This is an optimization exercise on Yosys and OpenROAD, whose aim is small area, a short achievable clock period and few clock cycles, not a production implementation. Where RTL was checked, it was by simulation tests only, not by an equivalence proof against the original. No activity file was given, so power comes from the tool's default toggle rates.

Setup of 02-12:
## apb_ram
module apb_ram (
  input presetn,
  input pclk,
  input psel,
  input penable,
  input pwrite,
  input [31:0] paddr, pwdata,
  output reg [31:0] prdata,
  output pready,
  output reg pslverr
);
export LEC_CHECK = 0
export CAP_MARGIN = 20
export CORE_MARGIN = 2
export CORE_UTILIZATION = 60
export CTS_CLUSTER_DIAMETER = 100
export CTS_CLUSTER_SIZE = 24
export SETUP_SLACK_MARGIN = 0.7
export SLEW_MARGIN = 20
export SYNTH_HIERARCHICAL = 1
export SYNTH_MINIMUM_KEEP_SIZE = 0
create_clock -name core_clock -period 2.6 [get_ports {pclk}]
standard.sh (not shown) runs the stock make flow with config.mk's settings and CLKGATE_MAP_FILE= SYNTH_SCRIPT=/design/flow/synth_recipe.tcl, a recipe that flattens the netlist after the stock synthesis.
==> flow/flow/run.sh <==
#!/bin/bash
# Standard ORFS layout (standard synthesis unchanged); only the port buffers
# differ: buf_2 instead of the default pick (a slow delay buffer).
set -euo pipefail
bash standard.sh "BUFFER_PORTS_ARGS=-buffer_cell sky130_fd_sc_hd__buf_2" finish > orfs_make.log 2>&1
02-12 ran to completion and came out clean on the timing, DRC and antenna checks.
The following lists how 02-19 was set up differently from 02-12:
Settings: swapping 0.7 for 0.8 in SETUP_SLACK_MARGIN.
Findings:
02-19: PASS, flow complete, no timing, DRC or antenna violations
Total power on 02-19 is behind 02-12.
Against 02-12 as the reference, 02-19 delivers a higher clock network power consumption.
02-19 reports a higher length of routed wiring on met1 than 02-12 does.
No functional check of the RTL was part of any run of this note.

## run 1
Another version of the RTL of apb_ram (not shown whole).
Size in the first run: ~1900 cells after synthesis, roughly 1100 flip-flops, ~100 I/O pins.
==> flow/design.v (excerpt) <==
module apb_ram (
  input presetn,
  input pclk,
  input psel,
  input penable,
  input pwrite,
  input [31:0] paddr, pwdata,
  output reg [31:0] prdata,
  output pready,
  output reg pslverr
);
  wire [31:0] mem [0:31];
  wire [4:0]  a   = paddr[4:0];
  wire        bad = |paddr[31:5];
  wire [31:0] wd  = pwdata & {32{presetn}};
  reg         wr_q;
  assign pready = penable;
  wire [31:0] oh;
  wire [7:0]  oh8;
  wire [3:0]  oh4;
  wire [31:0] rd;
  always @(posedge pclk) begin
    prdata  <= rd;
    pslverr <= bad;
    wr_q    <= psel & ~penable & pwrite & ~bad;
  end
  genvar i, j;
  generate
    for (i = 0; i < 32; i = i + 1) begin : g_word
      reg [31:0] q;
      assign oh[i] = (a == i);
      always @(posedge pclk)
        if (!presetn || (wr_q && oh[i]))
          q <= wd;
      assign mem[i] = q;
    end
    for (i = 0; i < 8; i = i + 1) begin : g_oh8
      assign oh8[i] = (a[2:0] == i);
    end
    for (i = 0; i < 4; i = i + 1) begin : g_oh4
      assign oh4[i] = (a[4:3] == i);
    end
    for (j = 0; j < 32; j = j + 1) begin : g_rd
      wire [3:0] m;
      for (i = 0; i < 4; i = i + 1) begin : g_l1
        apb_ram_aor8 u_aor (.s(oh8),
                            .d({mem[8*i+7][j], mem[8*i+6][j], mem[8*i+5][j], mem[8*i+4][j],
                                mem[8*i+3][j], mem[8*i+2][j], mem[8*i+1][j], mem[8*i][j]}),
                            .y(m[i]));
      end
      apb_ram_aor4 u_aor (.s(oh4), .d(m), .y(rd[j]));
    end
  endgenerate
endmodule
==> flow/config.mk <==
export PLATFORM = sky130hd
export DESIGN_NAME = apb_ram
export DESIGN_NICKNAME = apb_ram
export VERILOG_FILES = /design/flow/design.v
export SDC_FILE = /design/flow/constraint.sdc
export NUM_CORES = 4
export LEC_CHECK = 0
export CAP_MARGIN = 20
export CORE_MARGIN = 2
export CORE_UTILIZATION = 60
export CTS_BUF_LIST = sky130_fd_sc_hd__clkbuf_4 sky130_fd_sc_hd__clkbuf_8
export CTS_CLUSTER_DIAMETER = 100
export CTS_CLUSTER_SIZE = 8
export SETUP_SLACK_MARGIN = 0.8
export SLEW_MARGIN = 20
export SYNTH_HIERARCHICAL = 1
export SYNTH_MINIMUM_KEEP_SIZE = 0
==> flow/constraint.sdc <==
create_clock -name core_clock -period 2.6 [get_ports {pclk}]
set_input_delay 0.5200 -clock core_clock [delete_from_list [all_inputs] [get_ports {pclk}]]
set_output_delay 0.5200 -clock core_clock [all_outputs]
set_load 0.01 [all_outputs]
Scripts as last shown in full above: flow/flow/run.sh
Testbench counts of run 1, summed over its fixed seeds: cycles 32,000.
Input-level comparison between run 2 and run 1:
Settings: swapping 8 for 12 in CTS_CLUSTER_SIZE; swapping sky130_fd_sc_hd__clkbuf_4 sky130_fd_sc_hd__clkbuf_8 for sky130_fd_sc_hd__clkbuf_8 in CTS_BUF_LIST; swapping 0.8 for 0.7 in SETUP_SLACK_MARGIN.
Results
Measured against each other, run 2 and run 1 differ in portion of total power attributed to the clock network, the lower figure coming from run 2.
Of the two values seen for first element of the critical path, psel was produced by run 1 and wr_q$_DFF_P_ by run 2.
Lower final area goes to run 2 over run 1.
The final critical delay including setup and external delays of run 2 was superior to that of run 1.
Compared with run 1, run 2 shows clock-cell share of area lower by 2.7 points.
Between run 1 and run 2, first-pass GRT wire length decreased.
Input changes introduced in run 3 (baseline for comparison: run 2):
Settings: CORE_UTILIZATION: 60 -> 55; SETUP_SLACK_MARGIN: 0.7 -> 0.8.
==> comparison <==
The clock network power of run 3 was superior to that of run 2. As far as share of power burned in combinational logic is concerned, run 3 and run 2 perform about the same. Run 3 finished every step from synthesis to the final layout, and the layout passed the timing, DRC and antenna checks. Run 3 vs run 2: total met3 wirelength after detailed routing down by a few percent. | global router's overall resource usage | run 3 vs run 2 | 2.5 points lower |. In the metrics for run 2 and run 3, the one carrying the higher minimum clock period after layout is run 2.
## Diff of input files: run 4 against run 3
Settings: a change of CTS_CLUSTER_SIZE from 12 to 14; a change of CORE_UTILIZATION from 55 to 60.
## What came out
Run 4 finished end to end and its layout was clean on timing, DRC and antenna.
Cell count along the critical path sits higher in run 4 than in run 3.
Relative to run 3, fraction of power consumed by the clock network decreased by 1.6 points in run 4.
[compare] base=run 3 new=run 4: final total power lower, antenna diode count now sits lower, final worst slack has increased.
Taking run 3 as 1.0, run 4 lands at 0.867 on number of buffers added by the clock tree synthesis step.
Run 3 has higher count of vias placed by the detailed router than run 4.
Of the two candidates, run 3 has the worse wire length of the first global-routing pass and run 4 the better one.
Worst hold slack ends up lower on run 3.
Run 4 ended with more sequential share of layout area than run 3.
Time the final worst path needs with I/O delays and setup was higher in run 3 than in run 4.

==> what the ideal ports hide <==
How much do the figures lean on ideal ports? The routed layouts below were timed once more, with nothing changed but the port constraints. Step 1, drivers: a clkbuf_16 drives pclk and a buf_2 each remaining input, both assumed. Step 2 adds t to the input delays and takes it off the output delays; t is the mean of the earliest and latest rising clock arrival at the registers after step 1. Input paths then give back, and output paths get back, about the clock's delay inside the block. Slacks: ideal / step 1 / step 2; pairs: ideal / step 1.
run | shift t [ns] | setup WS [ns] | clock arrival spread, ns | slew at the worst register clock pin (ns) | worst slew at a driven data input, ns
02-12 | 0.688 | 0.703 / 0.709 / 0.039 | 0.039 / 0.039 | 0.10 / 0.10 | 0.04
02-19 | 0.694 | 0.773 / 0.806 / 0.115 | 0.031 / 0.031 | 0.10 / 0.10 | 0.06
run 1 | 0.872 | 0.723 / 0.701 / -0.108 | 0.034 / 0.034 | 0.07 / 0.07 | 0.06
run 2 | 0.768 | 0.759 / 0.713 / 0.240 | 0.060 / 0.061 | 0.09 / 0.09 | 0.05
run 3 | 0.774 | 0.771 / 0.771 / 0.135 | 0.034 / 0.035 | 0.09 / 0.09 | 0.04
run 4 | 0.742 | 0.818 / 0.756 / 0.111 | 0.039 / 0.039 | 0.10 / 0.10 | 0.05
With both steps, setup timing fails in run 1, where it was met with ideal ports. For run 1, which loses most, drivers alone change the setup slack by -0.022 ns; drivers and shift together by -0.831 ns.
